Background: an optimization exercise with open tools, aiming at a short achievable clock period and few clock cycles. Do not read the settings as production practice.
In this exercise RTL edits were held to simulation tests only and were not proved equivalent to the original.
Power is estimated from default activity; no workload was simulated.

## design/flow/run.sh

```bash
#!/bin/bash
# synth_recipe.tcl (not shown) runs the flow's synth.tcl, then flattens the netlist and writes it again
# the make line also repeats each setting of config.mk as NAME=value (left out here)
make -C /OpenROAD-flow-scripts/flow DESIGN_CONFIG=/design/flow/config.mk WORK_HOME=/design/flow/orfs CLKGATE_MAP_FILE= SYNTH_SCRIPT=/design/flow/synth_recipe.tcl finish
```

## design/flow/config.mk

```make
export PLATFORM = sky130hd
export DESIGN_NAME = proc
export DESIGN_NICKNAME = proc
export VERILOG_FILES = /design/flow/design.v
export SDC_FILE = /design/flow/constraint.sdc
export NUM_CORES = 4
export LEC_CHECK = 0
export ABC_CLOCK_PERIOD_IN_PS = 2500
export CAP_MARGIN = 20
export CORE_MARGIN = 2
export CORE_UTILIZATION = 40
export SETUP_SLACK_MARGIN = 5.0
export SLEW_MARGIN = 20
export SYNTH_HIERARCHICAL = 1
export TNS_END_PERCENT = 100
```

## design/flow/constraint.sdc

```tcl
create_clock -name core_clock -period 8.0 [get_ports {clk}]
set_input_delay 1.6000 -clock core_clock [delete_from_list [all_inputs] [get_ports {clk}]]
set_output_delay 1.6000 -clock core_clock [all_outputs]
set_load 0.01 [all_outputs]
```

## design/flow/design.v

```verilog
module dff (q, d, clk, rst);
    output         q;
    input          d;
    input          clk;
    input          rst;
    reg            state;
    assign q = state;
    always @(posedge clk) begin
      state <= rst? 1'b0 : d;
    end
endmodule
module not1 (in1,out);
input in1;
output out;
assign out = ~in1;
endmodule
module nand2 (in1,in2,out);
input in1,in2;
output out;
assign out = ~(in1 & in2);
endmodule
module mux2_1(InA,InB,S,Out);
   input InA,InB,S;
   output Out;
   wire   a1,a2,n1;
   not1 n5(S,n1);
   nand2 n4(InA,n1,a1);
   nand2 n2(InB,S,a2);
   nand2 n3(a1,a2,Out);
endmodule
module register (q, d, clk, rst, we);
   parameter WIDTHreg = 16;
   input [WIDTHreg-1:0] d;
   input               clk, rst, we;
   output [WIDTHreg-1:0] q;
   wire [WIDTHreg-1:0]   enabledIn;
   mux2_1 mux[WIDTHreg-1:0] (.InA (q), .InB(d), .S({WIDTHreg{we}}), .Out(enabledIn));
   dff file[WIDTHreg-1:0] (.q(q), .d(enabledIn), .clk({WIDTHreg{clk}}), .rst({WIDTHreg{rst}}));
endmodule
module rf (
           read1data, read2data, err,
           clk, rst, read1regsel, read2regsel, writeregsel, writedata, write
           );
   parameter WIDTH = 16;
   input clk, rst;
   input [2:0] read1regsel;
   input [2:0] read2regsel;
   input [2:0] writeregsel;
   input [(WIDTH-1):0] writedata;
   input        write;
   output [(WIDTH-1):0] read1data;
   output [(WIDTH-1):0] read2data;
   output        err;
   wire [(WIDTH-1):0] readData0, readData1, readData2, readData3, readData4, readData5, readData6, readData7;
   wire [(WIDTH-1):0] writeData0, writeData1, writeData2, writeData3, writeData4, writeData5, writeData6, writeData7;
   reg [(WIDTH-1):0] outData1, outData2;
   assign read1data = outData1;
   assign read2data = outData2; 
   register my_regs0 (.d(writeData0), .q(readData0), .clk(clk), .rst(rst), .we(1'b1));
   register my_regs1 (.d(writeData1), .q(readData1), .clk(clk), .rst(rst), .we(1'b1));
   register my_regs2 (.d(writeData2), .q(readData2), .clk(clk), .rst(rst), .we(1'b1));
   register my_regs3 (.d(writeData3), .q(readData3), .clk(clk), .rst(rst), .we(1'b1));
   register my_regs4 (.d(writeData4), .q(readData4), .clk(clk), .rst(rst), .we(1'b1));
   register my_regs5 (.d(writeData5), .q(readData5), .clk(clk), .rst(rst), .we(1'b1));
   register my_regs6 (.d(writeData6), .q(readData6), .clk(clk), .rst(rst), .we(1'b1));
   register my_regs7 (.d(writeData7), .q(readData7), .clk(clk), .rst(rst), .we(1'b1));
   assign writeData0 = (write & (writeregsel == 3'b000)) ? writedata : readData0;
   assign writeData1 = (write & (writeregsel == 3'b001)) ? writedata : readData1;
   assign writeData2 = (write & (writeregsel == 3'b010)) ? writedata : readData2;
   assign writeData3 = (write & (writeregsel == 3'b011)) ? writedata : readData3;
   assign writeData4 = (write & (writeregsel == 3'b100)) ? writedata : readData4;
   assign writeData5 = (write & (writeregsel == 3'b101)) ? writedata : readData5;
   assign writeData6 = (write & (writeregsel == 3'b110)) ? writedata : readData6;
   assign writeData7 = (write & (writeregsel == 3'b111)) ? writedata : readData7; 
   always @ (read1regsel, readData0, readData1, readData2, readData3, readData4, readData5,
             readData6, readData7) begin
     case (read1regsel)
       3'b000: outData1 = readData0;
       3'b001: outData1 = readData1; 
       3'b010: outData1 = readData2;  	   
       3'b011: outData1 = readData3; 
       3'b100: outData1 = readData4;  
       3'b101: outData1 = readData5;
       3'b110: outData1 = readData6;
       3'b111: outData1 = readData7;
     endcase  
   end
   always @ (read2regsel, readData0, readData1, readData2, readData3, readData4, readData5,
             readData6, readData7) begin
     case (read2regsel)
       3'b000: outData2 = readData0;
       3'b001: outData2 = readData1; 
       3'b010: outData2 = readData2;  	   
       3'b011: outData2 = readData3; 
       3'b100: outData2 = readData4;  
       3'b101: outData2 = readData5;
       3'b110: outData2 = readData6;
       3'b111: outData2 = readData7;
     endcase  
   end
endmodule
module add1(
            A,
            B,
            CI,
            Sum,
            P,
            G
            );
   input A, B, CI;
   output Sum, G, P;
   assign Sum = A ^ B ^ CI;
   assign G   = A & B;
   assign P   = A | B;
endmodule  
module cla_logic(
                 CI,
                 P,
                 G,
                 C,
                 Ggroup,
                 Pgroup);
   input CI;
   input [3:0] P, G;
   output [4:1] C;
   output       Ggroup, Pgroup;
   assign C[1] = G[0] | P[0] & CI;
   assign C[2] = G[1] | P[1] & C[1];
   assign C[3] = G[2] | P[2] & C[2];
   assign C[4] = G[3] | P[3] & C[3];
   assign Ggroup = G[3] | P[3]&G[2] | P[3]&P[2]&G[1] | P[3]&P[2]&P[1]&G[0];
   assign Pgroup = P[3]&P[2]&P[1]&P[0];
endmodule  
module add4(
            A,                   
            B,                   
            CI,                  
            Sum,                 
            CO,                  
            Pgroup,              
            Ggroup               
            );
   input [3:0] A, B;
   input       CI;
   output [3:0] Sum;
   output       CO, Ggroup, Pgroup;
   wire [3:0]   G, P;
   wire [4:1]   C;
   add1 a0(A[0], B[0],   CI, Sum[0], P[0], G[0]);
   add1 a1(A[1], B[1], C[1], Sum[1], P[1], G[1]);
   add1 a2(A[2], B[2], C[2], Sum[2], P[2], G[2]);
   add1 a3(A[3], B[3], C[3], Sum[3], P[3], G[3]);   
   cla_logic clo (CI, P, G, C, Ggroup, Pgroup);
   assign CO = C[4];
endmodule  
module add16(
            A,                   
            B,                   
            CI,                  
            Sum,                 
            CO,                  
            Ggroup,              
            Pgroup               
            );
   input [15:0] A, B;
   input       CI;
   output [15:0] Sum;
   output       CO, Ggroup, Pgroup;
   wire [3:0]   G, P;
   wire [4:1]   C;
   wire [3:0]   COX;              
   add4 a0 (A[3:0],   B[3:0],     CI, Sum[3:0],   COX[0], P[0], G[0]);
   add4 a1 (A[7:4],   B[7:4],   C[1], Sum[7:4],   COX[1], P[1], G[1]);
   add4 a2 (A[11:8],  B[11:8],  C[2], Sum[11:8],  COX[2], P[2], G[2]);
   add4 a3 (A[15:12], B[15:12], C[3], Sum[15:12], COX[3], P[3], G[3]);   
   cla_logic clo (CI, P, G, C, Ggroup, Pgroup);
   assign CO = C[4];
endmodule  
module mux16_2_1(
                 in1,            
                 in2,            
                 s,              
                 out             
                 );
   input [15:0] in1, in2;
   input        s;
   output [15:0] out;
   assign out = s ? in2 : in1;
endmodule  
module shift1(
              in,                
              op,                
              out
              );
   input [15:0] in;
   input [1:0]  op;
   output reg [15:0] out;
   parameter OP_ROL = 0;             
   parameter OP_SLL = 1;             
   parameter OP_ROR = 2;             
   parameter OP_ASR = 3;             
   always @(*) begin
      case (op)
        OP_ROL: begin
           out[15:1] = in[14:0];
           out[0]    = in[15];
        end
        OP_SLL: begin
           out[15:1] = in[14:0];
           out[0]    = 0;
        end
        OP_ROR: begin
           out[14:0] = in[15:1];
           out[15]   = in[0];
        end
        OP_ASR: begin
           out[14:0] = in[15:1];
           out[15]   = in[15];
        end        
      endcase  
   end
endmodule  
module shift2(
              in,                
              op,                
              out
              );
   input [15:0] in;
   input [1:0]  op;
   output reg [15:0] out;
   parameter OP_ROL = 0;             
   parameter OP_SLL = 1;             
   parameter OP_ROR = 2;             
   parameter OP_ASR = 3;             
   always @(*) begin
      case (op)
        OP_ROL: begin
           out[15:2] = in[13:0];
           out[1:0]  = in[15:14];
        end
        OP_SLL: begin
           out[15:2] = in[13:0];
           out[1:0]  = 0;
        end
        OP_ROR: begin
           out[13:0]  = in[15:2];
           out[15:14] = in[1:0];
        end
        OP_ASR: begin
           out[13:0] = in[15:2];
           out[15]   = in[15];
           out[14]   = in[15];
        end        
      endcase  
   end
endmodule  
module shift4(
              in,                
              op,                
              out
              );
   input [15:0] in;
   input [1:0]  op;
   output reg [15:0] out;
   parameter OP_ROL = 0;             
   parameter OP_SLL = 1;             
   parameter OP_ROR = 2;             
   parameter OP_ASR = 3;             
   always @(*) begin
      case (op)
        OP_ROL: begin
           out[15:4] = in[11:0];
           out[3:0]  = in[15:12];
        end
        OP_SLL: begin
           out[15:4] = in[11:0];
           out[3:0]  = 0;
        end
        OP_ROR: begin
           out[11:0]  = in[15:4];
           out[15:12] = in[3:0];
        end
        OP_ASR: begin
           out[11:0] = in[15:4];
           out[15]   = in[15];
           out[14]   = in[15];
           out[13]   = in[15];
           out[12]   = in[15];
        end        
      endcase  
   end
endmodule  
module shift8(
              in,                
              op,                
              out
              );
   input [15:0] in;
   input [1:0]  op;
   output reg [15:0] out;
   parameter OP_ROL = 0;             
   parameter OP_SLL = 1;             
   parameter OP_ROR = 2;             
   parameter OP_ASR = 3;             
   always @(*) begin
      case (op)
        OP_ROL: begin
           out[15:8] = in[7:0];
           out[7:0]  = in[15:8];
        end
        OP_SLL: begin
           out[15:8] = in[7:0];
           out[7:0]  = 0;
        end
        OP_ROR: begin
           out[7:0]  = in[15:8];
           out[15:8] = in[7:0];
        end
        OP_ASR: begin
           out[7:0] = in[15:8];
           out[15]   = in[15];
           out[14]   = in[15];
           out[13]   = in[15];
           out[12]   = in[15];
           out[11]   = in[15];
           out[10]   = in[15];
           out[9]    = in[15];
           out[8]    = in[15];                                 
        end        
      endcase  
   end
endmodule  
module shift16(
               In,               
               Cnt,              
               Op,               
               Out               
               );
   input [15:0] In;
   input [3:0]  Cnt;
   input [1:0]  Op;
   output [15:0] Out;
   wire [15:0] l3, sl3,          
               l2, sl2,          
               l1, sl1,          
               l0, sl0;          
   shift8 s8 (l3, Op, sl3);
   shift4 s4 (l2, Op, sl2);
   shift2 s2 (l1, Op, sl1);
   shift1 s1 (l0, Op, sl0);
   assign l3 = In;
   mux16_2_1 m3 (l3, sl3, Cnt[3], l2);
   mux16_2_1 m2 (l2, sl2, Cnt[2], l1);
   mux16_2_1 m1 (l1, sl1, Cnt[1], l0);
   mux16_2_1 m0 (l0, sl0, Cnt[0], Out);   
endmodule  
module btr_calc(Rs, Rd);
input[15:0] Rs;
output[15:0] Rd;
assign Rd[15] = Rs[0];
assign Rd[14] = Rs[1];
assign Rd[13] = Rs[2];
assign Rd[12] = Rs[3];
assign Rd[11] = Rs[4];
assign Rd[10] = Rs[5];
assign Rd[9] = Rs[6];
assign Rd[8] = Rs[7];
assign Rd[7] = Rs[8];
assign Rd[6] = Rs[9];
assign Rd[5] = Rs[10];
assign Rd[4] = Rs[11];
assign Rd[3] = Rs[12];
assign Rd[2] = Rs[13];
assign Rd[1] = Rs[14];
assign Rd[0] = Rs[15];
endmodule
module ALU (
            A,                   
            B,                   
            Op,                  
            sign,                
            Out,                 
            OFL,                 
            Zero                 
            );
   input [15:0] A, B;
   input [4:0]  Op;
   input        sign;
   output reg [15:0] Out;
   output            OFL, Zero;
   parameter ADD   = 0;
   parameter SUB   = 1;
   parameter OR    = 2;
   parameter AND   = 3;
   parameter ROL   = 4;
   parameter SLL   = 5;
   parameter ROR   = 6;
   parameter SRA   = 7;
   parameter ST    = 8;
   parameter LD    = 9;
   parameter STU   = 10;
   parameter BTR   = 11;
   parameter SEQ   = 12;
   parameter SLT   = 13;
   parameter SLE   = 14;
   parameter SCO   = 15;
   parameter BEQZ  = 16;
   parameter BNEZ  = 17;
   parameter BLTZ  = 18;
   parameter LBI   = 19;
   parameter SLBI  = 20;
   parameter JINST = 21;
   parameter JAL   = 22;
   parameter JR    = 23;
   parameter JALR  = 24;
   parameter RET   = 25;
   parameter SIIC  = 26;
   parameter RTI   = 27;
   parameter NOP   = 28;
   parameter HALT  = 29;
   wire signed [15:0] opA;
   wire signed [15:0] opB;
   wire [15:0]        shifter_Out;
   reg [1:0]          shifter_op;
   wire [15:0]        add_Sum;
   wire               add_CO, add_P, add_G;
   wire [15:0]        btr_rd;              
   wire               OFL_signed, OFL_unsigned;
   shift16 shifter (opA, opB[3:0], shifter_op, shifter_Out); 
   add16   adder   (.A(opA),
                    .B(opB),
                    .CI(Cin),
                    .Sum(add_Sum), 
                    .CO(add_CO), 
                    .Ggroup(add_G),
                    .Pgroup(add_P));
   btr_calc btr(.Rs(opA), .Rd(btr_rd));
   wire               sub = (Op == SUB);
   assign opA = sub ? B     : A;
   assign opB = sub ? ~A    : B;
   assign Cin = sub ? 1'b1  : 1'b0;
   assign OFL_signed = ( opA[15] &  opB[15] & ~add_Sum[15]) |   
                       (~opA[15] & ~opB[15] &  add_Sum[15]);    
   assign OFL_unsigned = add_CO;
   assign OFL = sign ? OFL_signed : OFL_unsigned;
   assign Zero = (opA == 16'h0000) ? 1'b1 : 1'b0;		 
   always @ (Op, add_Sum, add_CO, shifter_Out, opA, opB, btr_rd) begin
      shifter_op = 2'b00;
      case (Op)
        ADD   : Out = add_Sum;
        SUB   : Out = add_Sum;
        ROR   : begin
	   shifter_op = 2'b10;
	   Out = shifter_Out;
	end	
        SRA   : begin
	   shifter_op = 2'b11;
	   Out = shifter_Out;
	end
	ROL   : begin
	   shifter_op = 2'b00;
	   Out = shifter_Out;
	end
	SLL   : begin
	   shifter_op = 2'b01;
	   Out = shifter_Out;
	end
	OR    : Out = opA | opB;
        AND   : Out = opA & opB;
	LD    : Out = add_Sum;
	ST    : Out = add_Sum; 
	STU   : Out = add_Sum;
	BTR   : Out = btr_rd;
	SEQ   : Out = (opA == opB) ? 16'h0001 : 16'h0000;
	SLT   : Out = opA < opB;
	SLE   : Out = opA <= opB;
	BLTZ  : Out = (opA[15]) ? 16'hFFFF : 16'h0000;	 
	SCO   : Out = add_CO;
	LBI   : Out = opB;
	SLBI  : Out = {opA[7:0], 8'b0} | opB;
	JR    : Out = add_Sum;
	JALR  : Out = add_Sum;
	RET   : Out = opB;		 
	SIIC  : Out = 16'b0; 	 
        RTI   : Out = 16'b0;		 
	NOP   : Out = 16'b0;		 
	HALT  : Out = 16'b0;		 
        default:
          Out = 16'hbada;
      endcase
   end
endmodule  
module alu_op_decode (instr, alu_op);
input [15:0] instr;
output [4:0] alu_op;
parameter ADD   = 0;
parameter SUB   = 1;
parameter OR    = 2;
parameter AND   = 3;
parameter ROL   = 4;
parameter SLL   = 5;
parameter ROR   = 6;
parameter SRA   = 7;
parameter ST    = 8;
parameter LD    = 9;
parameter STU   = 10;
parameter BTR   = 11;
parameter SEQ   = 12;
parameter SLT   = 13;
parameter SLE   = 14;
parameter SCO   = 15;
parameter BEQZ  = 16;
parameter BNEZ  = 17;
parameter BLTZ  = 18;
parameter LBI   = 19;
parameter SLBI  = 20;
parameter JINST = 21;
parameter JAL   = 22;
parameter JR    = 23;
parameter JALR  = 24;
parameter RET   = 25;
parameter SIIC  = 26;
parameter RTI   = 27;
parameter NOP   = 28;
parameter HALT  = 29;
reg [4:0] op;
wire [6:0] instr_op;
assign instr_op = {instr[15:11], instr[1:0]};
assign alu_op = op;
always @ (*) begin
	casex (instr_op)
	7'b1101100 : op = ADD;
	7'b1101101 : op = SUB;
	7'b1101110 : op = OR;
	7'b1101111 : op = AND;
	7'b1101000 : op = ROL;
	7'b1101001 : op = SLL;
	7'b1101010 : op = ROR;
	7'b1101011 : op = SRA;
	7'b00000xx : op = HALT;
	7'b00001xx : op = NOP;
	7'b01000xx : op = ADD;
	7'b01001xx : op = SUB;
	7'b01010xx : op = OR;
	7'b01011xx : op = AND;
	7'b10100xx : op = ROL;
	7'b10101xx : op = SLL;
	7'b10110xx : op = ROR;
	7'b10111xx : op = SRA;
	7'b10000xx : op = ST;
	7'b10001xx : op = LD;
	7'b10011xx : op = STU;
	7'b11001xx : op = BTR;
	7'b11100xx : op = SEQ;
	7'b11101xx : op = SLT;
	7'b11110xx : op = SLE;
	7'b11111xx : op = SCO;
	7'b01100xx : op = BEQZ;
	7'b01101xx : op = BNEZ;
	7'b01111xx : op = BLTZ;
	7'b11000xx : op = LBI;
	7'b10010xx : op = SLBI;
	7'b00100xx : op = JINST;
	7'b00101xx : op = JR;
	7'b00110xx : op = JAL;
	7'b00111xx : op = JALR;
	7'b01110xx : op = RET;
	7'b00010xx : op = SIIC;
	7'b00011xx : op = RTI;
	default	  : op = 5'b11111;
	endcase
end
endmodule
module alu_operand_decode (instr, rsVal, rtVal, opA, opB);
   input [15:0] instr;
   input [15:0] rsVal;
   input [15:0] rtVal;
   output [15:0] opA;
   output [15:0] opB;
   reg [15:0]    opBVal;
   wire [6:0]    op;
   assign opA = rsVal;
   assign opB = opBVal;
   assign op = {instr[15:11], instr[1:0]};
   always @ (*) begin
      casex (op)
	7'b1101100 :  
	  opBVal = rtVal;
	7'b1101101 :  
	  opBVal = rtVal;
	7'b1101110 :  
	  opBVal = rtVal;
	7'b1101111 :  
	  opBVal = rtVal;
	7'b1101000 :  
	  opBVal = rtVal;
	7'b1101001 :  
	  opBVal = rtVal;
	7'b1101010 :  
	  opBVal = rtVal;
	7'b1101011 :  
	  opBVal = rtVal;
	7'b00000xx :  
	  opBVal = 16'b0;	 
	7'b00001xx :  
	  opBVal = 16'b0;	 
	7'b01000xx :  
	  opBVal = {{11{instr[4]}}, instr[4:0]};  
	7'b01001xx :  
	  opBVal = {{11{instr[4]}}, instr[4:0]};  
	7'b01010xx :  
	  opBVal = {11'b0, instr[4:0]};		 
	7'b01011xx :  
	  opBVal = {11'b0, instr[4:0]};		 
	7'b10100xx :  
	  opBVal = {11'b0, instr[4:0]};		 
	7'b10101xx :  
	  opBVal = {11'b0, instr[4:0]};		 
	7'b10110xx :  
	  opBVal = {11'b0, instr[4:0]};		 
	7'b10111xx :  
	  opBVal = {11'b0, instr[4:0]};		 
	7'b10000xx :  
	  opBVal = {{11{instr[4]}}, instr[4:0]};  
	7'b10001xx :  
	  opBVal = {{11{instr[4]}}, instr[4:0]};  
	7'b10011xx :  
	  opBVal = {{11{instr[4]}}, instr[4:0]};  
	7'b11001xx :  
	  opBVal = 16'b1;	 
	7'b11100xx :  
	  opBVal = rtVal;
	7'b11101xx :  
	  opBVal = rtVal;
	7'b11110xx :  
	  opBVal = rtVal;
	7'b11111xx :  
	  opBVal = rtVal;
	7'b01100xx :  
	  opBVal = {{8{instr[7]}}, instr[7:0]};		 
	7'b01101xx :  
	  opBVal = {{8{instr[7]}}, instr[7:0]};		 
	7'b01111xx :  
	  opBVal = {{8{instr[7]}}, instr[7:0]};		 
	7'b11000xx :  
	  opBVal = {{8{instr[7]}}, instr[7:0]};		 
	7'b10010xx :  
	  opBVal = {8'b0, instr[7:0]};					 
	7'b00100xx :  
	  opBVal = {{5{instr[10]}}, instr[10:0]};	 
	7'b00101xx :  
	  opBVal = {{8{instr[7]}}, instr[7:0]};		 
	7'b00110xx :  
	  opBVal = {{5{instr[10]}}, instr [10:0]};  
	7'b00111xx :  
	  opBVal = {{8{instr[7]}}, instr[7:0]};		 
	7'b01110xx :  
	  opBVal = rtVal;
	7'b00010xx :  
	  opBVal = 16'b0;   
	7'b00011xx :  
	  opBVal = 16'b0;   
	default	  : opBVal = 16'b1;	
      endcase
   end
endmodule
module alu_destination_decode (instr, rd, we_reg);
   input [15:0] instr;
   output reg [2:0] rd;
   output reg       we_reg;
   wire [2:0]       rd_imm, rd_reg, rd_ld_imm;
   assign rd_imm = instr[7:5];
   assign rd_reg = instr[4:2];
   assign rd_ld_imm = instr[10:8];
   wire [6:0]       op;
   assign op = {instr[15:11], instr[1:0]};
   always @ (*) begin
      casex (op)
	7'b1101100 : begin  
	   rd = rd_reg;
	   we_reg = 1'b1;
	end
	7'b1101101 : begin  
	   rd = rd_reg;
	   we_reg = 1'b1;
	end
	7'b1101110 : begin  
	   rd = rd_reg;
	   we_reg = 1'b1;
	end
	7'b1101111 : begin 
	   rd = rd_reg;
	   we_reg = 1'b1;
	end
	7'b1101000 : begin  
	   rd = rd_reg;
	   we_reg = 1'b1;
	end
	7'b1101001 : begin  
	   rd = rd_reg;
	   we_reg = 1'b1;
        end
	7'b1101010 : begin  
	   rd = rd_reg;
	   we_reg = 1'b1;
	end
	7'b1101011 : begin 
	   rd = rd_reg;
	   we_reg = 1'b1;
        end
	7'b11100xx : begin  
	   rd = rd_reg;
	   we_reg = 1'b1;
        end
	7'b11101xx : begin 
	   rd = rd_reg;
	   we_reg = 1'b1;
        end
	7'b11110xx : begin 
	   rd = rd_reg;
           we_reg = 1'b1;
	end
	7'b11111xx : begin  
	   rd = rd_reg;
	   we_reg = 1'b1;
        end
	7'b11001xx : begin  
	   rd = rd_reg;
           we_reg = 1'b1;
	end
	7'b01000xx : begin  
	   rd = rd_imm;
	   we_reg = 1'b1;
        end
	7'b01001xx : begin 
	   rd = rd_imm;
           we_reg = 1'b1;
        end
	7'b01010xx : begin 
	   rd = rd_imm;
	   we_reg = 1'b1;
        end
	7'b01011xx : begin  
	   rd = rd_imm;
           we_reg = 1'b1;
        end
	7'b10100xx : begin  
	   rd = rd_imm;
           we_reg = 1'b1;
        end
	7'b10101xx : begin  
	   rd = rd_imm;
           we_reg = 1'b1;
        end
	7'b10110xx : begin  
	   rd = rd_imm;
           we_reg = 1'b1;
	end
	7'b10111xx : begin  
	   rd = rd_imm;
 	   we_reg = 1'b1;
        end
	7'b10001xx : begin  
	   rd = rd_imm;
	   we_reg = 1'b1;
        end
	7'b11000xx : begin  
	   rd = rd_ld_imm;
	   we_reg = 1'b1;
	end
	7'b10010xx : begin 
	   rd = rd_ld_imm;
	   we_reg = 1'b1;
	end
	7'b00110xx : begin  
	   rd = 3'd7;
	   we_reg = 1'b1;
	end
	7'b00111xx : begin  
	   rd = 3'd7;
	   we_reg = 1'b1;
	end
  	7'b10011xx : begin  
	   rd = rd_ld_imm;
	   we_reg = 1'b1;
	end
	7'b10000xx : begin  
           rd = 3'd0;
           we_reg = 1'b0;
        end
	7'b01100xx : begin  
           rd = 3'd0;
	   we_reg = 1'b0;
        end
	7'b01101xx : begin  
           rd = 3'd0;
	   we_reg = 1'b0;
        end
	7'b01111xx : begin  
           rd = 3'd0;
	   we_reg = 1'b0;
        end
	7'b00100xx : begin  
           rd = 3'd0;
	   we_reg = 1'b0;
        end
	7'b00101xx : begin  
           rd = 3'd0;
	   we_reg = 1'b0;
        end
	7'b01110xx : begin  
           rd = 3'd0;
	   we_reg = 1'b0;
        end
	7'b00010xx : begin  
           rd = 3'd0;
	   we_reg = 1'b0;
        end
	7'b00011xx : begin  
           rd = 3'd0;
	   we_reg = 1'b0;
        end
	7'b00000xx : begin  
           rd = 3'd0;
	   we_reg = 1'b0;
        end
	7'b00001xx : begin  
           rd = 3'd0;
	   we_reg = 1'b0;
        end
	default	  : begin
           rd = 3'd0;
           we_reg = 1'b0;
        end
      endcase
   end
endmodule
module branch_logic (op, zero, top_alu, bt);
   input [4:0] op;
   input       zero;
   input       top_alu;
   output reg  bt;
   parameter BEQZ = 5'b01100;
   parameter BNEZ = 5'b01101;
   parameter BLTZ = 5'b01111;
   parameter JUMP = 5'b00100;
   parameter JR   = 5'b00101;
   parameter JAL  = 5'b00110;
   parameter JALR = 5'b00111;
   parameter RET  = 5'b01110;
   always@(*) begin
      case (op)
	BEQZ : bt = (zero == 1'b1) ? 1'b1 : 1'b0;
	BNEZ : bt = (zero == 1'b1) ? 1'b0 : 1'b1;
	BLTZ : bt = (zero == 1'b0 && top_alu == 1'b1) ? 1'b1 : 1'b0;
        JUMP : bt = 1;
        JR   : bt = 1;
        JAL  : bt = 1;
        JALR : bt = 1;
        RET  : bt = 1;
        default : bt = 0;
      endcase
   end
endmodule
module brj_addr_calc (instr, next_pc, dest_addr);
   input [15:0] instr;
   input [15:0] next_pc;
   output [15:0] dest_addr;
   wire [4:0]    op;
   wire          co, G, P;
   reg [15:0]    sextVal;
   assign op = instr[15:11];
   add16 add (.A(sextVal), .B(next_pc), .CI(1'b0), .Sum(dest_addr), .CO(co), .Ggroup(G), .Pgroup (P));
   always @ (*) begin
      case (op)
	5'b01100 : begin   
	   sextVal = {{8{instr[7]}}, instr[7:0]};		
	end
	5'b01101 : begin   
	   sextVal = {{8{instr[7]}}, instr[7:0]}; 
	end
	5'b01111 : begin	 
	   sextVal = {{8{instr[7]}}, instr[7:0]};
	end
	5'b00100 : begin	 
	   sextVal = {{5{instr[10]}}, instr[10:0]};
	end
	5'b00110 : begin   
	   sextVal = {{5{instr[10]}}, instr[10:0]};
	end
	default :  begin
	   sextVal = 16'b0;
	end			
      endcase
   end
endmodule
module next_pc_addr (instr, pc_inc, alu_out, brj_dest, bt, stall, next_pc, pc);
   input [15:0] instr;
   input [15:0] pc_inc;
   input [15:0] pc;
   input [15:0] alu_out;
   input [15:0] brj_dest;
   input        bt;
   input        stall;
   output [15:0] next_pc;
   wire [4:0]        op;
   reg [15:0] br_pc;
   assign op = instr[15:11];
   assign next_pc = (stall & ~bt) ? pc : br_pc; 
   always @ (*) begin
         case (op)
	   5'b01100 : begin	 
	      br_pc = (bt == 1'b1) ? brj_dest : pc_inc;
	   end
	   5'b01101 : begin   
	      br_pc = (bt == 1'b1) ? brj_dest : pc_inc;
	   end
	   5'b01111 : begin   
	      br_pc = (bt == 1'b1) ? brj_dest : pc_inc;
	   end
	   5'b00100 : begin   
	      br_pc = brj_dest;	
	   end
	   5'b00101 : begin   
	      br_pc = alu_out;
	   end
	   5'b00110 : begin   
	      br_pc = brj_dest;
	   end
	   5'b00111 : begin   
	      br_pc = alu_out;
	   end
	   5'b01110 : begin   
	      br_pc = alu_out;
	   end
	   5'b00011 : begin   
	      br_pc = alu_out;
	   end
	   default : begin
	      br_pc = pc_inc;
	   end
         endcase  
   end
endmodule
module mem_decode_logic (instr, e_mem, wr_mem, halt);
   input [15:0] instr;
   output reg   halt;		 
   output reg   e_mem;
   output reg   wr_mem;
   wire [6:0]   op;
   assign op = {instr[15:11], instr[1:0]};
   always @ (*) begin
      casex (op)
	7'b10001xx : begin  
	   wr_mem = 1'b0;
	   e_mem = 1'b1;
	   halt = 1'b0;
        end
	7'b10011xx : begin 
	   wr_mem = 1'b1;
	   e_mem = 1'b1;
	   halt = 1'b0;
	end
	7'b10000xx : begin  
	   wr_mem = 1'b1;
           e_mem = 1'b1;
	   halt = 1'b0;
	end 
	7'b00000xx : begin  
	   wr_mem = 1'b0;
	   e_mem = 1'b0;
	   halt = 1'b1;
        end      
	default	  : begin
	   e_mem = 1'b0;
	   wr_mem = 1'b0;
	   halt = 1'b0;
        end
      endcase
   end
endmodule
module dest_data_decode (instr, next_pc, alu_out, mem_out, rdata);
   input [15:0] instr;
   input [15:0] next_pc;
   input [15:0] alu_out;
   input [15:0] mem_out;
   output reg [15:0] rdata;
   wire [6:0]        op; 
   assign op = {instr[15:11], instr[1:0]};
   always @ (*) begin
      casex (op)
	7'b1101100 :  
	  rdata = alu_out;
	7'b1101101 :  
	  rdata = alu_out;
	7'b1101110 :  
	  rdata = alu_out;
	7'b1101111 :  
	  rdata = alu_out;
	7'b1101000 :  
	  rdata = alu_out;
	7'b1101001 :  
	  rdata = alu_out;
	7'b1101010 :  
	  rdata = alu_out;
	7'b1101011 :  
	  rdata = alu_out;
	7'b11100xx :  
	  rdata = alu_out;
	7'b11101xx :  
	  rdata = alu_out;
	7'b11110xx :  
	  rdata = alu_out;
	7'b11111xx :  
	  rdata = alu_out;
	7'b11001xx :  
	  rdata = alu_out;
	7'b01000xx :  
	  rdata = alu_out;
	7'b01001xx :  
	  rdata = alu_out;
	7'b01010xx :  
	  rdata = alu_out;
	7'b01011xx :  
	  rdata = alu_out;
	7'b10100xx :  
	  rdata = alu_out;
	7'b10101xx :  
	  rdata = alu_out;
	7'b10110xx :  
	  rdata = alu_out;
	7'b10111xx :  
	  rdata = alu_out;
	7'b10001xx :  
	  rdata = mem_out;
	7'b11000xx :  
	  rdata = alu_out;
	7'b10010xx :  
	  rdata = alu_out;
	7'b00110xx :  
	  rdata = next_pc;
	7'b00111xx :  
	  rdata = next_pc;
	7'b10011xx :  
	  rdata = alu_out;   
	default	  : rdata = 16'b0;
      endcase
   end
endmodule
module proc(
	    clk,
	    rst,
	    imem_rdata,
	    dmem_rdata,
	    imem_addr,
	    dmem_addr,
	    dmem_wdata,
	    dmem_en,
	    dmem_wr,
	    halt
	    );
   input clk;
   input rst;
   input [15:0] imem_rdata;
   input [15:0] dmem_rdata;
   output [15:0] imem_addr;
   output [15:0] dmem_addr;
   output [15:0] dmem_wdata;
   output        dmem_en;
   output        dmem_wr;
   output        halt;
   localparam OP_HALT = 5'b00000, OP_J = 5'b00100, OP_JR = 5'b00101, OP_JAL = 5'b00110,
              OP_JALR = 5'b00111, OP_ADDI = 5'b01000, OP_SUBI = 5'b01001, OP_ORI = 5'b01010,
              OP_ANDI = 5'b01011, OP_BEQZ = 5'b01100, OP_BNEZ = 5'b01101, OP_RET = 5'b01110,
              OP_BLTZ = 5'b01111, OP_ST = 5'b10000, OP_LD = 5'b10001, OP_SLBI = 5'b10010,
              OP_STU = 5'b10011, OP_LBI = 5'b11000, OP_BTR = 5'b11001, OP_SHR = 5'b11010,
              OP_ALR = 5'b11011, OP_SEQ = 5'b11100, OP_SLT = 5'b11101, OP_SLE = 5'b11110,
              OP_SCO = 5'b11111;
   reg [15:0] pc;
   reg [15:0] ras;            
   reg        ras_v;
   reg        d_v;
   reg [2:0]  d_rs, d_rt, d_dst;
   reg [7:0]  d_i8;
   reg [15:0] d_imm, d_pc2, d_tgt;
   reg        d_pt;           
   reg        d_wr, d_rrr, d_agu, d_ret, d_jr, d_ld, d_st, d_stu, d_lbi, d_slbi, d_call, d_halt;
   reg        d_beqz, d_bnez, d_bltz;
   reg        d_sum, d_sub, d_or, d_and, d_shl, d_shr, d_rot, d_btr, d_seq, d_slt, d_sle, d_sco;
   reg        x_wr, x_ld, x_en, x_we, x_halt, x_beqz, x_bnez, x_bltz, x_pt, x_ev;
   reg [2:0]  x_dst;
   reg [15:0] x_A, x_B, x_S, x_addr, x_early, x_ebyp, x_pc2, x_tgt;
   reg        x_sub;
   reg        x_s_sum, x_s_or, x_s_and, x_s_shl, x_s_shr, x_s_btr, x_s_seq, x_s_slt, x_s_sle,
              x_s_sco, x_s_slbi, x_s_early, x_rot;
   reg [15:0] rf [0:7];
   reg [15:0] d_rfa, d_rft;   
   reg        d_rfa_z;        
   reg        x_zk, x_zv, x_nk, x_nv;  
   reg        fa_x, ft_x, fa_w, ft_w, f7_x;  
   reg        w_wr;           
   reg [2:0]  w_dst;
   reg [15:0] w_res;
   wire        stall, x_redir, d_redir;
   wire        d_go = d_v & ~stall & ~x_redir;
   wire        d_bres, d_bmis, d_jrr;
   wire [15:0] d_btgt;
   wire [15:0] x_rtgt, agu, x_res;
   wire [15:0] fi = imem_rdata;
   wire [4:0]  fop = fi[15:11];
   wire [15:0] pc2 = pc + 16'd2;
   wire [15:0] f_tt;          
   wire [8:0]  lo8;
   wire [11:0] lo11;
   wire [7:0]  h8m1, h8p1, h8p2;
   wire [4:0]  h5m1, h5p1, h5p2;
   wisc_addlo8  a8  (.a(pc2[7:0]),  .b(fi[7:0]),  .s(lo8));
   wisc_addlo11 a11 (.a(pc2[10:0]), .b(fi[10:0]), .s(lo11));
   wisc_hv8 hv8 (.a(pc[15:8]),  .m1(h8m1), .p1(h8p1), .p2(h8p2));
   wisc_hv5 hv5 (.a(pc[15:11]), .m1(h5m1), .p1(h5p1), .p2(h5p2));
   wisc_tsel tsel (.fi(fi), .lo8(lo8), .lo11(lo11), .c8(&pc[7:1]), .c11(&pc[10:1]),
                   .h8(pc[15:8]), .h8m1(h8m1), .h8p1(h8p1), .h8p2(h8p2),
                   .h5(pc[15:11]), .h5m1(h5m1), .h5p1(h5p1), .h5p2(h5p2), .tgt(f_tt));
   wire        f_isj    = (fop == OP_J) | (fop == OP_JAL);
   wire        f_isbr   = (fop == OP_BEQZ) | (fop == OP_BNEZ) | (fop == OP_BLTZ);
   wire        f_isret  = (fop == OP_RET);
   wire        f_iscall = (fop == OP_JAL) | (fop == OP_JALR);
   wire        f_brt    = f_isbr & (fi[7] | (fop == OP_BNEZ));
   wire        f_take   = f_isj | f_brt;
   wire [15:0] f_seq    = (f_isret & ras_v) ? ras : pc2;
   wire        s_x = x_redir;
   wire        s_d = d_v & ~stall & ~x_redir & d_jrr;
   wire        s_b = d_v & ~stall & ~x_redir & d_bmis;
   wire        s_h = stall & ~x_redir;
   wire        s_n = ~x_redir & ~d_redir & ~stall;
   wire [15:0] pc_rest = ({16{s_x}} & x_rtgt) | ({16{s_b}} & d_btgt) | ({16{s_h}} & pc) |
                         ({16{s_n & ~f_take}} & f_seq);
   wire [15:0] pc_next;
   wisc_ao3 pcmux (.s1(s_n & f_take & ~rst), .a(f_tt), .s2(s_d & ~rst), .b(agu),
                   .s3(~(s_n & f_take) & ~s_d & ~rst), .c(pc_rest),
                   .y(pc_next));
   always @(posedge clk) begin
      pc <= pc_next;
   end
   always @(posedge clk) begin
      if (rst)
        ras_v <= 1'b0;
      else if (f_iscall) begin
         ras_v <= 1'b1;
         ras <= pc2;
      end
   end
   assign imem_addr = pc;
   wire f_alr  = (fop == OP_ALR);
   wire f_rfmt = (fop == OP_BTR) | (fop == OP_SHR) | f_alr | (fop[4:2] == 3'b111);
   wire f_ifmt = (fop[4:2] == 3'b010) | (fop[4:2] == 3'b101) | (fop == OP_LD);
   wire f_sfmt = (fop == OP_LBI) | (fop == OP_SLBI) | (fop == OP_STU);
   wire [2:0] f_dst = f_iscall ? 3'd7 : f_sfmt ? fi[10:8] : f_ifmt ? fi[7:5] : fi[4:2];
   wire f_shi  = (fop[4:2] == 3'b101);
   wire f_shr_r = (fop == OP_SHR);
   wire [1:0] f_shop = f_shr_r ? fi[1:0] : fop[1:0];
   reg  [15:0] f_imm;
   always @(*) begin
      case (fop)
        OP_ADDI, OP_SUBI, OP_ST, OP_LD, OP_STU: f_imm = {{11{fi[4]}}, fi[4:0]};
        OP_LBI, OP_JR, OP_JALR:                 f_imm = {{8{fi[7]}}, fi[7:0]};
        OP_SLBI:                                f_imm = {8'd0, fi[7:0]};
        default:                                f_imm = {11'd0, fi[4:0]};
      endcase
   end
   wire [2:0] n_rs = stall ? d_rs : fi[10:8];
   wire [2:0] n_rt = stall ? d_rt : fi[7:5];
   wire       n_xw = d_go & d_wr;
   always @(posedge clk) begin
      d_rfa <= rf[n_rs];
      d_rfa_z <= (rf[n_rs] == 16'd0);
      d_rft <= rf[n_rt];
      fa_x <= n_xw & (d_dst == n_rs);
      ft_x <= n_xw & (d_dst == n_rt);
      f7_x <= n_xw & (d_dst == 3'd7);
      fa_w <= x_wr & (x_dst == n_rs);
      ft_w <= x_wr & (x_dst == n_rt);
   end
   always @(posedge clk) begin
      if (rst | x_redir | d_redir)
        d_v <= 1'b0;
      else if (!stall)
        d_v <= 1'b1;
      if (!stall) begin
         d_rs   <= fi[10:8];
         d_rt   <= fi[7:5];
         d_i8   <= fi[7:0];
         d_dst  <= f_dst;
         d_imm  <= f_imm;
         d_pc2  <= pc2;
         d_tgt  <= f_isret ? ras : f_tt;
         d_pt   <= f_isret ? ras_v : f_brt;
         d_wr   <= f_rfmt | f_ifmt | f_sfmt | f_iscall;
         d_rrr  <= f_shr_r | f_alr | (fop[4:2] == 3'b111);
         d_agu  <= (fop == OP_LD) | (fop == OP_ST) | (fop == OP_STU) | (fop == OP_JR) | (fop == OP_JALR);
         d_ret  <= f_isret;
         d_jr   <= (fop == OP_JR) | (fop == OP_JALR);
         d_ld   <= (fop == OP_LD);
         d_st   <= (fop == OP_ST) | (fop == OP_STU);
         d_stu  <= (fop == OP_STU);
         d_lbi  <= (fop == OP_LBI);
         d_slbi <= (fop == OP_SLBI);
         d_call <= f_iscall;
         d_halt <= (fop == OP_HALT);
         d_beqz <= (fop == OP_BEQZ);
         d_bnez <= (fop == OP_BNEZ);
         d_bltz <= (fop == OP_BLTZ);
         d_sub  <= (fop == OP_SUBI) | (f_alr & (fi[1:0] == 2'b01));
         d_sum  <= (fop == OP_ADDI) | (fop == OP_SUBI) | (f_alr & ~fi[1]);
         d_or   <= (fop == OP_ORI) | (f_alr & (fi[1:0] == 2'b10));
         d_and  <= (fop == OP_ANDI) | (f_alr & (fi[1:0] == 2'b11));
         d_shl  <= (f_shi | f_shr_r) & ~f_shop[1];
         d_shr  <= (f_shi | f_shr_r) & f_shop[1];
         d_rot  <= ~f_shop[0];
         d_btr  <= (fop == OP_BTR);
         d_seq  <= (fop == OP_SEQ);
         d_slt  <= (fop == OP_SLT);
         d_sle  <= (fop == OP_SLE);
         d_sco  <= (fop == OP_SCO);
      end
   end
   wire        a_fx = fa_x;
   wire        t_fx = ft_x;
   wire [15:0] a_rf = fa_w ? w_res : d_rfa;
   wire [15:0] t_rf = ft_w ? w_res : d_rft;
   wire [15:0] a_val, t_val, b_val;
   wisc_mux16 amux (.s(a_fx), .a(x_res), .b(a_rf), .y(a_val));
   wisc_mux16 tmux (.s(t_fx), .a(x_res), .b(t_rf), .y(t_val));
   wire        b_fx = d_rrr & t_fx;
   wire [15:0] b_oth = d_rrr ? t_rf : d_imm;
   wisc_mux16 bmux (.s(b_fx), .a(x_res), .b(b_oth), .y(b_val));
   wire [15:0] base = a_fx ? x_ebyp : a_rf;
   wire        base_ok = ~a_fx | x_ev;
   wire [15:0] sum_b;
   wire [8:0]  ab_lo;
   wire [7:0]  ab_hp, ab_hm;
   wisc_addlo8  ab8 (.a(base[7:0]), .b(d_imm[7:0]), .s(ab_lo));
   wisc_incdec8 abi (.a(base[15:8]), .p(ab_hp), .m(ab_hm));
   wisc_hsel8   abs (.c(ab_lo[8]), .sg(d_imm[15]), .h(base[15:8]), .hp(ab_hp), .hm(ab_hm), .y(sum_b[15:8]));
   assign sum_b[7:0] = ab_lo[7:0];
   wire        r7_fx = f7_x;
   wire [15:0] r7 = r7_fx ? x_ebyp : rf[7];
   wire        r7_ok = ~r7_fx | x_ev;
   assign agu = d_ret ? r7 : sum_b;
   assign stall = d_v & ((d_agu & ~base_ok) | (d_ret & ~r7_ok));
   wire ret_hit = d_pt & (r7 == d_tgt);
   wire [15:0] t_e  = t_fx ? x_ebyp : t_rf;
   wire        t_ok = ~t_fx | x_ev;
   wire [15:0] ez_b = d_rrr ? t_e : d_imm;
   wire [15:0] ez_a = base ^ {16{d_sub}};
   wire [15:0] ez_p = ez_b ^ ez_a;
   wire [15:0] ez_o = ez_b | ez_a;
   wire        ez_add = (ez_p == {ez_o[14:0], d_sub});
   wire        ez_eq  = (base == t_e);
   wire        ez_ult = (base[14:0] < t_e[14:0]);
   wire        ez_lt  = (base[15] & ~t_e[15]) | (~(base[15] ^ t_e[15]) & ez_ult);
   wire        ez_cmp = (d_seq & ez_eq) | (d_slt & ez_lt) | (d_sle & (ez_lt | ez_eq));
   wire        d_cmp  = d_seq | d_slt | d_sle;
   always @(posedge clk) begin
      if (rst | ~d_go) begin
         x_wr <= 1'b0; x_ld <= 1'b0; x_en <= 1'b0; x_we <= 1'b0; x_halt <= 1'b0;
         x_beqz <= 1'b0; x_bnez <= 1'b0; x_bltz <= 1'b0;
      end else begin
         x_wr <= d_wr; x_ld <= d_ld; x_en <= d_ld | d_st; x_we <= d_st; x_halt <= d_halt;
         x_beqz <= d_beqz & ~d_bres; x_bnez <= d_bnez & ~d_bres; x_bltz <= d_bltz & ~d_bres;
      end
      x_dst <= d_dst;
      x_A <= a_val;
      x_B <= b_val;
      x_S <= t_val;
      x_addr <= sum_b;
      x_early <= d_stu ? sum_b : d_call ? d_pc2 : d_imm;
      x_ebyp <= d_stu ? sum_b : d_call ? d_pc2 : d_lbi ? d_imm : {base[7:0], d_i8};
      x_ev <= d_stu | d_call | d_lbi | (d_slbi & base_ok);
      x_zk <= d_call | d_lbi | ((d_slbi | (d_cmp & t_ok) | (d_sum & (~d_rrr | t_ok))) & base_ok);
      x_zv <= d_call ? (d_pc2 == 16'd0) : d_lbi ? (d_imm == 16'd0) : d_slbi ? ({base[7:0], d_i8} == 16'd0) :
              d_sum ? ez_add : ~ez_cmp;
      x_nk <= d_call | d_lbi | (d_slbi & base_ok) | d_cmp;
      x_nv <= d_call ? d_pc2[15] : d_lbi ? d_imm[15] : d_slbi & base[7];
      x_pc2 <= d_pc2;
      x_tgt <= d_tgt;
      x_pt <= d_pt;
      x_sub <= d_sub;
      x_s_sum <= d_sum; x_s_or <= d_or; x_s_and <= d_and;
      x_s_shl <= d_shl; x_s_shr <= d_shr; x_rot <= d_rot;
      x_s_btr <= d_btr; x_s_seq <= d_seq; x_s_slt <= d_slt; x_s_sle <= d_sle;
      x_s_sco <= d_sco; x_s_slbi <= d_slbi; x_s_early <= d_stu | d_call | d_lbi;
   end
   wire [15:0] ax = x_A ^ {16{x_sub}};
   wire [8:0]  xs_lo, xs_h0, xs_h1;
   wisc_addc8 xal (.a(x_B[7:0]),  .b(ax[7:0]),  .ci(x_sub), .s(xs_lo));
   wisc_addc8 xh0 (.a(x_B[15:8]), .b(ax[15:8]), .ci(1'b0),  .s(xs_h0));
   wisc_addc8 xh1 (.a(x_B[15:8]), .b(ax[15:8]), .ci(1'b1),  .s(xs_h1));
   wire [8:0]  xs_hi;
   wisc_mux9  xhs (.s(xs_lo[8]), .a(xs_h1), .b(xs_h0), .y(xs_hi));
   wire [15:0] sum = {xs_hi[7:0], xs_lo[7:0]};
   wire        c16 = xs_hi[8];
   wire        ult = (x_A[14:0] < x_B[14:0]);
   wire        eq  = (x_A == x_B);
   wire        slt = (x_A[15] & ~x_B[15]) | (~(x_A[15] ^ x_B[15]) & ult);
   wire [3:0]  n = x_B[3:0];
   wire [15:0] l0 = n[0] ? {x_A[14:0], x_rot ? x_A[15]    : 1'b0}  : x_A;
   wire [15:0] l1 = n[1] ? {l0[13:0],  x_rot ? l0[15:14]  : 2'b0}  : l0;
   wire [15:0] l2 = n[2] ? {l1[11:0],  x_rot ? l1[15:12]  : 4'b0}  : l1;
   wire [15:0] l3 = n[3] ? {l2[7:0],   x_rot ? l2[15:8]   : 8'b0}  : l2;
   wire        sg = x_A[15];
   wire [15:0] r0 = n[0] ? {x_rot ? x_A[0]   : sg,       x_A[15:1]} : x_A;
   wire [15:0] r1 = n[1] ? {x_rot ? r0[1:0]  : {2{sg}},  r0[15:2]}  : r0;
   wire [15:0] r2 = n[2] ? {x_rot ? r1[3:0]  : {4{sg}},  r1[15:4]}  : r1;
   wire [15:0] r3 = n[3] ? {x_rot ? r2[7:0]  : {8{sg}},  r2[15:8]}  : r2;
   wire [15:0] btr;
   genvar gi;
   generate for (gi = 0; gi < 16; gi = gi + 1) begin : g_btr
      assign btr[gi] = x_A[15-gi];
   end endgenerate
   wire [15:0] x_oth = ({16{x_s_or}} & (x_A | x_B)) | ({16{x_s_and}} & (x_A & x_B)) |
                  ({16{x_s_shl}} & l3) | ({16{x_s_shr}} & r3) | ({16{x_s_btr}} & btr) |
                  ({16{x_s_slbi}} & {x_A[7:0], x_B[7:0]}) |
                  ({16{x_s_early}} & x_early) | ({16{x_ld}} & dmem_rdata) |
                  {15'd0, (x_s_seq & eq) | (x_s_slt & slt) | (x_s_sle & (slt | eq))};
   wisc_fin xfin (.s(x_s_sum), .a(sum), .sc(x_s_sco), .c(c16), .o(x_oth), .y(x_res));
   wire a_zero = (x_A == 16'd0);
   wire taken  = (x_beqz & a_zero) | (x_bnez & ~a_zero) | (x_bltz & x_A[15]);
   assign x_redir = (x_beqz | x_bnez | x_bltz) & (taken ^ x_pt);
   assign x_rtgt = taken ? x_tgt : x_pc2;
   always @(posedge clk) begin
      if (x_wr)
        rf[x_dst] <= x_res;
   end
   always @(posedge clk) begin
      if (rst)
        w_wr <= 1'b0;
      else
        w_wr <= x_wr;
      w_dst <= x_dst;
      w_res <= x_res;
   end
   wire        d_zero = a_fx ? x_zv : fa_w ? (w_res == 16'd0) : d_rfa_z;
   wire        d_neg  = a_fx ? x_nv : fa_w ? w_res[15] : d_rfa[15];
   wire        d_rok  = ~a_fx | (d_bltz ? x_nk : x_zk);
   wire        d_isbr = d_beqz | d_bnez | d_bltz;
   wire        d_tk   = (d_beqz & d_zero) | (d_bnez & ~d_zero) | (d_bltz & d_neg);
   assign d_bres = d_isbr & d_rok;
   assign d_bmis = d_bres & (d_tk ^ d_pt);
   assign d_btgt = d_tk ? d_tgt : d_pc2;
   assign d_jrr  = d_jr | (d_ret & ~ret_hit);
   assign d_redir = d_v & ~stall & ~x_redir & (d_jrr | d_bmis);
   assign dmem_addr = x_addr;
   assign dmem_wdata = x_S;
   assign dmem_en = x_en;
   assign dmem_wr = x_we;
   assign halt = x_halt;
endmodule
module wisc_mux16 (s, a, b, y);
   input        s;
   input [15:0] a, b;
   output [15:0] y;
   assign y = s ? a : b;
endmodule
module wisc_addlo8 (a, b, s);
   input [7:0] a, b;
   output [8:0] s;
   assign s = {1'b0, a} + {1'b0, b};
endmodule
module wisc_addlo11 (a, b, s);
   input [10:0] a, b;
   output [11:0] s;
   assign s = {1'b0, a} + {1'b0, b};
endmodule
module wisc_incdec8 (a, p, m);
   input [7:0] a;
   output [7:0] p, m;
   assign p = a + 1'b1;
   assign m = a - 1'b1;
endmodule
module wisc_hv8 (a, m1, p1, p2);
   input [7:0] a;
   output [7:0] m1, p1, p2;
   assign m1 = a - 8'd1;
   assign p1 = a + 8'd1;
   assign p2 = a + 8'd2;
endmodule
module wisc_hv5 (a, m1, p1, p2);
   input [4:0] a;
   output [4:0] m1, p1, p2;
   assign m1 = a - 5'd1;
   assign p1 = a + 5'd1;
   assign p2 = a + 5'd2;
endmodule
module wisc_tsel (fi, lo8, lo11, c8, c11, h8, h8m1, h8p1, h8p2, h5, h5m1, h5p1, h5p2, tgt);
   input [15:0] fi;
   input [8:0]  lo8;
   input [11:0] lo11;
   input        c8, c11;
   input [7:0]  h8, h8m1, h8p1, h8p2;
   input [4:0]  h5, h5m1, h5p1, h5p2;
   output [15:0] tgt;
   wire        isj = (fi[15:13] == 3'b001) & ~fi[11];
   reg [7:0]   t8h;
   reg [4:0]   t11h;
   always @(*) begin
      case ({c8, lo8[8], fi[7]})
        3'b001:                 t8h = h8m1;
        3'b000, 3'b011, 3'b101: t8h = h8;
        3'b010, 3'b100, 3'b111: t8h = h8p1;
        default:                t8h = h8p2;
      endcase
      case ({c11, lo11[11], fi[10]})
        3'b001:                 t11h = h5m1;
        3'b000, 3'b011, 3'b101: t11h = h5;
        3'b010, 3'b100, 3'b111: t11h = h5p1;
        default:                t11h = h5p2;
      endcase
   end
   assign tgt = isj ? {t11h, lo11[10:0]} : {t8h, lo8[7:0]};
endmodule
module wisc_ao3 (s1, a, s2, b, s3, c, y);
   input        s1, s2, s3;
   input [15:0] a, b, c;
   output [15:0] y;
   assign y = ({16{s1}} & a) | ({16{s2}} & b) | ({16{s3}} & c);
endmodule
module wisc_hsel8 (c, sg, h, hp, hm, y);
   input       c, sg;
   input [7:0] h, hp, hm;
   output [7:0] y;
   assign y = (c & ~sg) ? hp : (~c & sg) ? hm : h;
endmodule
module wisc_addc8 (a, b, ci, s);
   input [7:0] a, b;
   input       ci;
   output [8:0] s;
   assign s = {1'b0, a} + {1'b0, b} + {8'd0, ci};
endmodule
module wisc_mux9 (s, a, b, y);
   input       s;
   input [8:0] a, b;
   output [8:0] y;
   assign y = s ? a : b;
endmodule
module wisc_fin (s, a, sc, c, o, y);
   input        s, sc, c;
   input [15:0] a, o;
   output [15:0] y;
   assign y = ({16{s}} & a) | {15'd0, sc & c} | o;
endmodule
```

==> summary.txt, run 1 <==
Synth unique cells -> 101
First-pass GRT wire length -> 158,000 um
Routed vias -> 26,064
Top layer in use -> met4
Worst EP required -> 8.51 ns
Metal-1 WL -> 46,100 um
CTS tree -> done
CP startpoint kind -> flop
Pleak -> 0.0147 uW
Setup CP Type -> reg -> reg
Fin crit share -> 0.417
CORE AREA -> 74,400 um^2
Post-synthesis average cell area -> 9.64 um^2
Detail Route met2 WL -> 49,400 um
Die width -> 278 um
Drt via density -> 6.11
Setup WS post-layout -> 4.66 ns
Initial antenna violation count -> 4
Worst Setup SP -> fa_w$_DFF_P_
Worst slack at placement -> 3.13 ns
HPWL Detailed -> 68,600 um
Clock Latency Late Sink -> 0.63 ns
DRT Pass-1 Iters -> 10
Hold path start -> d_or$_DFFE_PN_
Clock Sinks -> 451
H-tree depth -> 2
Max Clock Skew -> 0.0372 ns
Pwr dens -> 216 nW/um^2
Worst min path class -> reg -> reg
Vias in the first global route -> 24,377
Sequential cell area -> 11,300 um^2
Commonest non-fill, non-tap cell in the layout -> nand2_1
Die area -> 77,500 um^2
Synth area leader -> edfxtp_1
Post-synth top flop -> dfxtp_1
Starting Density -> 0.405
FF+latch count, synth -> 451
Pins Over Slew Limit -> 0
Fin Setup TNS -> 0 ns
Max cap viols -> 0
Pin slew with the least headroom to its limit -> 1.09 ns
TritonCTS Buffers -> 50
Routed WL -> 109,000 um
Final min period -> 3.34 ns
Fill cells -> 6,678
Most frequent cells in the layout -> 351 x nand2_1, 219 x edfxtp_1, 201 x dfxtp_1, 157 x mux2i_1, 156 x a21oi_1
DR WL met3 -> 9340 um
I/O pin cnt -> 85
EDFF count, synth -> 219
Total congestion overflow -> 0
Final Hold Fails -> 0
Area Growth Syn to Fin -> 23.1%
Final core utilization -> 0.498
Placed cell area -> 31,700 um^2
Max VDD drop -> 0.000153 V
Crit path largest cell delay -> 0.39 ns
# DRC -> 0
CP Buf/Inv Count -> 6
DRT iter0 DRCs -> 3,184
Max Clk Rate -> 300 MHz
Longest Clk Path Bufs -> 3
WP data arrival -> 3.85 ns
Num rows -> 100
RSZ-0062 raised after global routing -> true
CP Max Fanout -> 7
Max-slew headroom -> 0.270
Post-Syn Instances -> 3,125
Yosys warns -> 8
Status -> no timing/DRC/antenna violations
Final ANT Viol Nets -> 0
Cell area after synthesis -> 30,100 um^2
Final Setup Violations -> 0
Cell family with most CP delay -> multiplexers
Seq/Total Area, Yosys -> 0.373
Final #Nets -> 3,434
Largest net degree at the start of global routing -> 79
Hold-fix buffers, CTS -> 0
Fraction of registers with async set/reset -> 0
Post-synth net total -> 3,308
RD Place Congestion -> 0.918
Area of the multi-input gates -> 19,100 um^2
Clk pin slew, worst setup/hold paths -> 0.06 ns
Share of layout cells above drive strength 1 -> 0.259
Element type at the critical path end -> flop
Design Area, Final -> 37,100 um^2
Synth top area share -> 0.218
Port buffer count -> 84
Slowest CP cell -> mux2_2
Wire per inst -> 25.7 um
CTS root buffer -> clkbuf_16
Synth area leaders -> edfxtp_1 22%, dfxtp_1 15%, mux2i_1 6.1%, ha_1 5.8%, mux2_2 4.9%
Die height -> 278 um
GRT Overall Usage -> 0.268
CP dominant cell by count -> buf_12
Critical R2R Launch -> fa_w$_DFF_P_
Crit-path cells -> buf_12 -> clkbuf_16 -> mux2_2 -> mux2i_4 -> inv_2 -> fa_2 -> a21oi_4 -> nor2b_4 -> a31oi_4 -> o21ai_2 -> buf_12 -> buf_12 -> mux2i_4 -> nor2_1 -> a21oi_1 -> a222oi_1 -> inv_1
## power breakdown
group / internal (uW) / total (uW) / switching, uW
Clock: 1400 / 2430 / 1030
Combinational: 1200 / 2640 / 1440
Sequential: 2700 / 2930 / 233
## metal layers
metal  up-vias  GRT usage
met4         0      0.109
met3       256     0.0413
li1      11728          -
met2      1376      0.418
met5         -          0
met1     12704      0.370
## worst reg2reg max path, cell delays in order, from the launching register on
cell and delay (ns):
dfxtp_4 0.37, buf_12 0.11, clkbuf_16 0.13, mux2_2 0.39, mux2i_4 0.21, inv_2 0.10, fa_2 0.38, a21oi_4 0.18
nor2b_4 0.06, a31oi_4 0.17, o21ai_2 0.09, buf_12 0.16, buf_12 0.14, mux2i_4 0.20, nor2_1 0.12, a21oi_1 0.06
a222oi_1 0.28, inv_1 0.06
## repair_timing
item / 4_1_cts / 5_1_grt
endpoints found under the hold margin: 0 / 0
gates cloned: 12 / 8
endpoints found under the setup margin: 390 / 159
setup buffers: 85 / 62
pin swaps: 59 / 76
gates resized for setup: 426 / 194
## per-module statistics from Yosys, one instance, submodules excluded, a selection
module	cell area (um^2)	cells	flops+latches	copies in the design
wisc_fin	151	18	0	1
wisc_addc8	313	38	0	3
wisc_hv8	382	48	0	1
wisc_hsel8	277	27	0	1
wisc_ao3	248	35	0	1
proc	24700	2496	451	1
wisc_addlo8	315	39	0	2
wisc_mux16	249	18	0	3
wisc_tsel	868	117	0	1
## cell families after synthesis
family | count (synthesis) | synth area share
simple gates | 933 | 0.151
compound gates | 710 | 0.163
flops | 451 | 0.373
mux | 380 | 0.148
buf+inv | 338 | 0.0536
xor+xnor | 162 | 0.0471
fa+ha+maj | 149 | 0.0641
other cells | 2 | 0.000249
## final timing paths
check	endpoint	slack, ns	cells past startpoint
worst min-delay path	x_s_or$_DFF_P_	0.34	0
worst max-delay path	pc[15]$_DFF_P_	4.66	17
worst max register to register	pc[15]$_DFF_P_	4.66	17
worst min register to register	x_s_or$_DFF_P_	0.34	0
## cells in the mapped netlist (21+ instances only)
cell,count
nor4_1,31
mux4_2,21
inv_1,94
a21o_1,26
o22ai_1,30
xnor2_1,98
nand2_1,362
nor3_1,23
buf_2,37
buf_4,21
clkbuf_1,133
a311oi_1,65
mux2i_1,184
nand3_1,133
a21oi_1,166
nand2b_1,145
nor2_1,134
mux2_2,132
ha_1,140
xor2_1,64
a211oi_1,82
a22oi_1,34
o21ai_0,117
dfxtp_1,232
mux2_4,40
buf_1,24
edfxtp_1,219
## state kept, by name, summed over array words and instances (netlist names), 4 cells and up
| register | count |
|---|---|
| x_addr | 16 |
| pc | 16 |
| x_pc2 | 16 |
| d_pc2 | 16 |
| w_res | 16 |
| d_rft | 16 |
| ras | 16 |
| d_imm | 4 |
| d_tgt | 16 |
| x_tgt | 16 |
| d_rfa | 16 |
| rf | 128 |
| x_early | 16 |
| x_B | 16 |
| x_S | 16 |
| x_ebyp | 11 |
| x_A | 16 |
| d_i8 | 8 |
## stage by stage
stage,total power [uW],std cells,hold slack (ns)
2_1_floorplan,4350,3125,0.323
3_3_place_gp,5040,4001,0.327
3_5_place_dp,5060,4001,0.329
4_1_cts,7730,4192,0.344
5_1_grt,8290,4262,0.358
6_report,8000,4263,0.342
## area by class of cell
| class | instances | area share |
|---|---|---|
| Clock buffer | 75 | 0.0413 |
| Sequential cell | 451 | 0.305 |
| Clock inverter | 19 | 0.00530 |
| Multi-Input combinational cell | 2338 | 0.516 |
| Timing Repair Buffer | 310 | 0.0890 |
| Inverter | 99 | 0.0107 |
| Timing Repair inverter | 1 | 0.000203 |
| Antenna cell | 1 | 0.0000675 |
| Tap cell | 969 | 0.0327 |
Testbench counts, summed over its fixed seeds: cycles 85,394.
==> inputs of run 2 (changes only) <==
--- a/design/flow/config.mk
+++ b/design/flow/config.mk
@@ -8,7 +8,7 @@
 export ABC_CLOCK_PERIOD_IN_PS = 2500
 export CAP_MARGIN = 20
 export CORE_MARGIN = 2
-export CORE_UTILIZATION = 40
+export CORE_UTILIZATION = 30
 export SETUP_SLACK_MARGIN = 5.0
 export SLEW_MARGIN = 20
 export SYNTH_HIERARCHICAL = 1
==> run 2 against run 1 <==
Net effect: synthesized cell count unchanged; fmax is 0.32% higher; global-route usage shrank 5.9 points; clock-buffer cell count increased by 2; critical path depth stayed put; clock power is 5% lower; register-to-register slack hardly changed; via count rose by 1.3%; first-iteration DRC count grew 3.0%; non-clock buffer count increased by 21; critical path type unchanged; highest routed layer is now met5.
==> summary.txt, run 2 <==
Synth area leader -> edfxtp_1
Post-synth net total -> 3,308 (unchanged)
Clock Sinks -> 451 (unchanged)
Metal-1 WL -> 47,800 um (+3.7%)
Clock Latency Late Sink -> 0.62 ns (about the same)
Die area -> 103,000 um^2 (+33%)
Final Hold Fails -> 0 (unchanged)
Worst r2r path cells -> 17 (unchanged)
Routed vias -> 26,411 (+1.3%)
Die height -> 321 um (+15%)
Synth unique cells -> 101 (unchanged)
Seq/Total Area, Yosys -> 0.373 (unchanged)
Synth top area share -> 0.218 (unchanged)
EDFF count, synth -> 219 (unchanged)
RSZ-0062 raised after global routing -> true
Starting Density -> 0.302 (-0.103)
Worst EP required -> 8.50 ns (about the same)
Fraction of registers with async set/reset -> 0 (unchanged)
Die width -> 321 um (+15%)
Pin slew with the least headroom to its limit -> 1.14 ns (+0.0459 ns)
WP data arrival -> 3.83 ns (-0.02 ns)
DRT iter0 DRCs -> 3,279 (+3.0%)
Reg-to-Reg End -> pc[15]$_DFF_P_
Sw Pwr -> 2700 uW (+0.11%)
CTS tree -> done
Post-synthesis average cell area -> 9.64 um^2 (unchanged)
Detail Route met2 WL -> 50,500 um (+2.1%)
Fin Setup TNS -> 0 ns (unchanged)
GRT Overall Usage -> 0.209 (-0.0591)
CTS root buffer -> clkbuf_16
Crit path largest cell delay -> 0.38 ns (about the same)
Port buffer count -> 84 (unchanged)
Element type at the critical path end -> flop
Comb power frac -> 0.340 (+0.010)
Crit path to -> pc[15]$_DFF_P_
Commonest non-fill, non-tap cell in the layout -> nand2_1
Pins Over Slew Limit -> 0 (unchanged)
Cell family with most CP delay -> compound AO/OA/AOI/OAI gates
Max VDD drop -> 0.000158 V (+3.8%)
H-tree depth -> 2 (unchanged)
Initial antenna violation count -> 5 (+1)
First-pass GRT wire length -> 164,000 um (+3.4%)
CP startpoint kind -> flop
Top-count cell post-synth -> nand2_1
Fill cells -> 9,754 (+46%)
Yosys warns -> 8 (unchanged)
# DRC -> 0 (unchanged)
Hold path start -> d_and$_DFFE_PN_
Max Clk Rate -> 301 MHz (+0.32%)
CP Buf/Inv Count -> 4 (-2)
Final min period -> 3.33 ns (-0.0106 ns)
Longest Clk Path Bufs -> 3 (unchanged)
DRT Pass-1 Iters -> 6 (-4)
Area Growth Syn to Fin -> 24.7%
DR WL met3 -> 10,100 um (+8.5%)
Cell area after synthesis -> 30,100 um^2 (unchanged)
Post-synth top flop -> dfxtp_1
Int Pwr -> 5230 uW (-1.3%)
FF+latch count, synth -> 451 (unchanged)
Pwr dens -> 211 nW/um^2 (-2.2%)
I/O pin cnt -> 85 (unchanged)
Worst min path class -> reg -> reg
Post-Syn Instances -> 3,125 (unchanged)
Final Setup Violations -> 0 (unchanged)
Fin crit share -> 0.416 (-0.00133)
Status -> no timing/DRC/antenna violations
Ant diodes -> 0 (-1)
Synth cell count leaders -> 362 x nand2_1, 232 x dfxtp_1, 219 x edfxtp_1, 184 x mux2i_1, 166 x a21oi_1
Final ANT Viol Nets -> 0 (unchanged)
Largest net degree at the start of global routing -> 109 (+38%)
Pleak -> 0.0147 uW (+0.17%)
==> run 2: logic make-up after synthesis <==
group,synth area share
simple gates,0.151
compound gates,0.163
flops,0.373
mux,0.148
buf+inv,0.0536
xor+xnor,0.0471
fa+ha+maj,0.0641
other cells,0.000249
==> run 2: modules after synthesis, one instance, submodules excluded <==
module | copies in the design | flops+latches | cells
wisc_hv8 | 1 | 0 | 48
wisc_addlo11 | 1 | 0 | 68
wisc_ao3 | 1 | 0 | 35
wisc_hv5 | 1 | 0 | 26
proc | 1 | 451 | 2496
wisc_fin | 1 | 0 | 18
wisc_hsel8 | 1 | 0 | 27
wisc_tsel | 1 | 0 | 117
wisc_mux16 | 3 | 0 | 18
wisc_addc8 | 3 | 0 | 38
wisc_incdec8 | 1 | 0 | 34
wisc_mux9 | 1 | 0 | 10
wisc_addlo8 | 2 | 0 | 39
==> run 2: final cells by class <==
class                   instances  area [um^2]  area share
repair buffers                331         3510      0.0935
inverters                      99          385      0.0103
clock buffers                  77         1480      0.0393
well taps                    1298         1620      0.0432
multi-input cells            2339        19100       0.509
flip-flops and latches        451        11300       0.301
repair inverters                1         7.51    0.000200
clock inverters                16          133     0.00353
==> run 2: timing repair <==
item,4_1_cts,5_1_grt
setup buffers,120,53
setup endpoints to repair,414,208
hold buffers,0,0
gates resized for setup,463,150
gates cloned,17,2
pin swaps,62,69
==> run 2: power by group through the flow <==
stage	Clock, uW	Sequential (uW)	Combinational [uW]
3_3_place_gp	0	2960	2100
5_1_grt	2410	2940	2860
6_report	2310	2930	2700
2_1_floorplan	0	2880	1480
3_5_place_dp	0	2960	2110
4_1_cts	2320	2910	2480
==> run 2: routing by layer <==
layer,vias to the layer above,global-route usage
met5,-,0
met4,4,0.0749
met3,256,0.0274
met2,1428,0.326
met1,12963,0.294
li1,11760,-
==> run 2: how the worst min path moves through the flow <==
stage	end	slack, ns	cells past startpoint
final	x_s_and$_DFF_P_	0.34	0
after global routing	x_s_shr$_DFF_P_	0.35	0
after CTS	x_s_and$_DFF_P_	0.35	0
after detailed placement	x_s_or$_DFF_P_	0.33	0
after global placement	x_s_and$_DFF_P_	0.33	0
after floorplan	x_rot$_DFF_P_	0.32	0
==> run 2: through the flow <==
step                      power, uW  cell area, um^2  hold slack, ns  setup slack (ns)  instances
after floorplan                4350            30500           0.323              4.37       3125
after global placement         5050            32000           0.330              3.13       4327
final                          7930            37600           0.345              4.67       4612
after detailed placement       5070            32000           0.334              3.06       4327
after CTS                      7720            36400           0.349              4.72       4557
after global routing           8210            37600           0.351              4.57       4612

[re-timing with driven ports]
No port has a modelled driver above. Below, the same layouts with a new extraction and two added sets of constraints.
Step 1 (the two cells are an assumption about what drives the block):
set clk [get_ports {clk}]
set_driving_cell -lib_cell sky130_fd_sc_hd__clkbuf_16 $clk
set_driving_cell -lib_cell sky130_fd_sc_hd__buf_2 [delete_from_list [all_inputs] $clk]
Step 2 times the ports against the registers' clock, not the clock port: input delays grow and output delays shrink by t, the midpoint of the rising clock arrivals with the driver on.
a / b / c = ideal / step 1 / step 2; a / b = the first two.
run	shift t [ns]	setup slack, ns	hold WS [ns]	worst setup path at the end	cell pins on the clock port's net
run 1	0.679	4.663 / 4.663 / 4.012	0.342 / 0.342 / 0.342	input to register	1
run 2	0.676	4.674 / 4.608 / 3.932	0.345 / 0.345 / 0.345	input to register	1
After both steps every run listed still meets setup and hold. For run 2, which loses most, drivers alone change the setup slack by -0.066 ns; drivers and shift together by -0.742 ns.
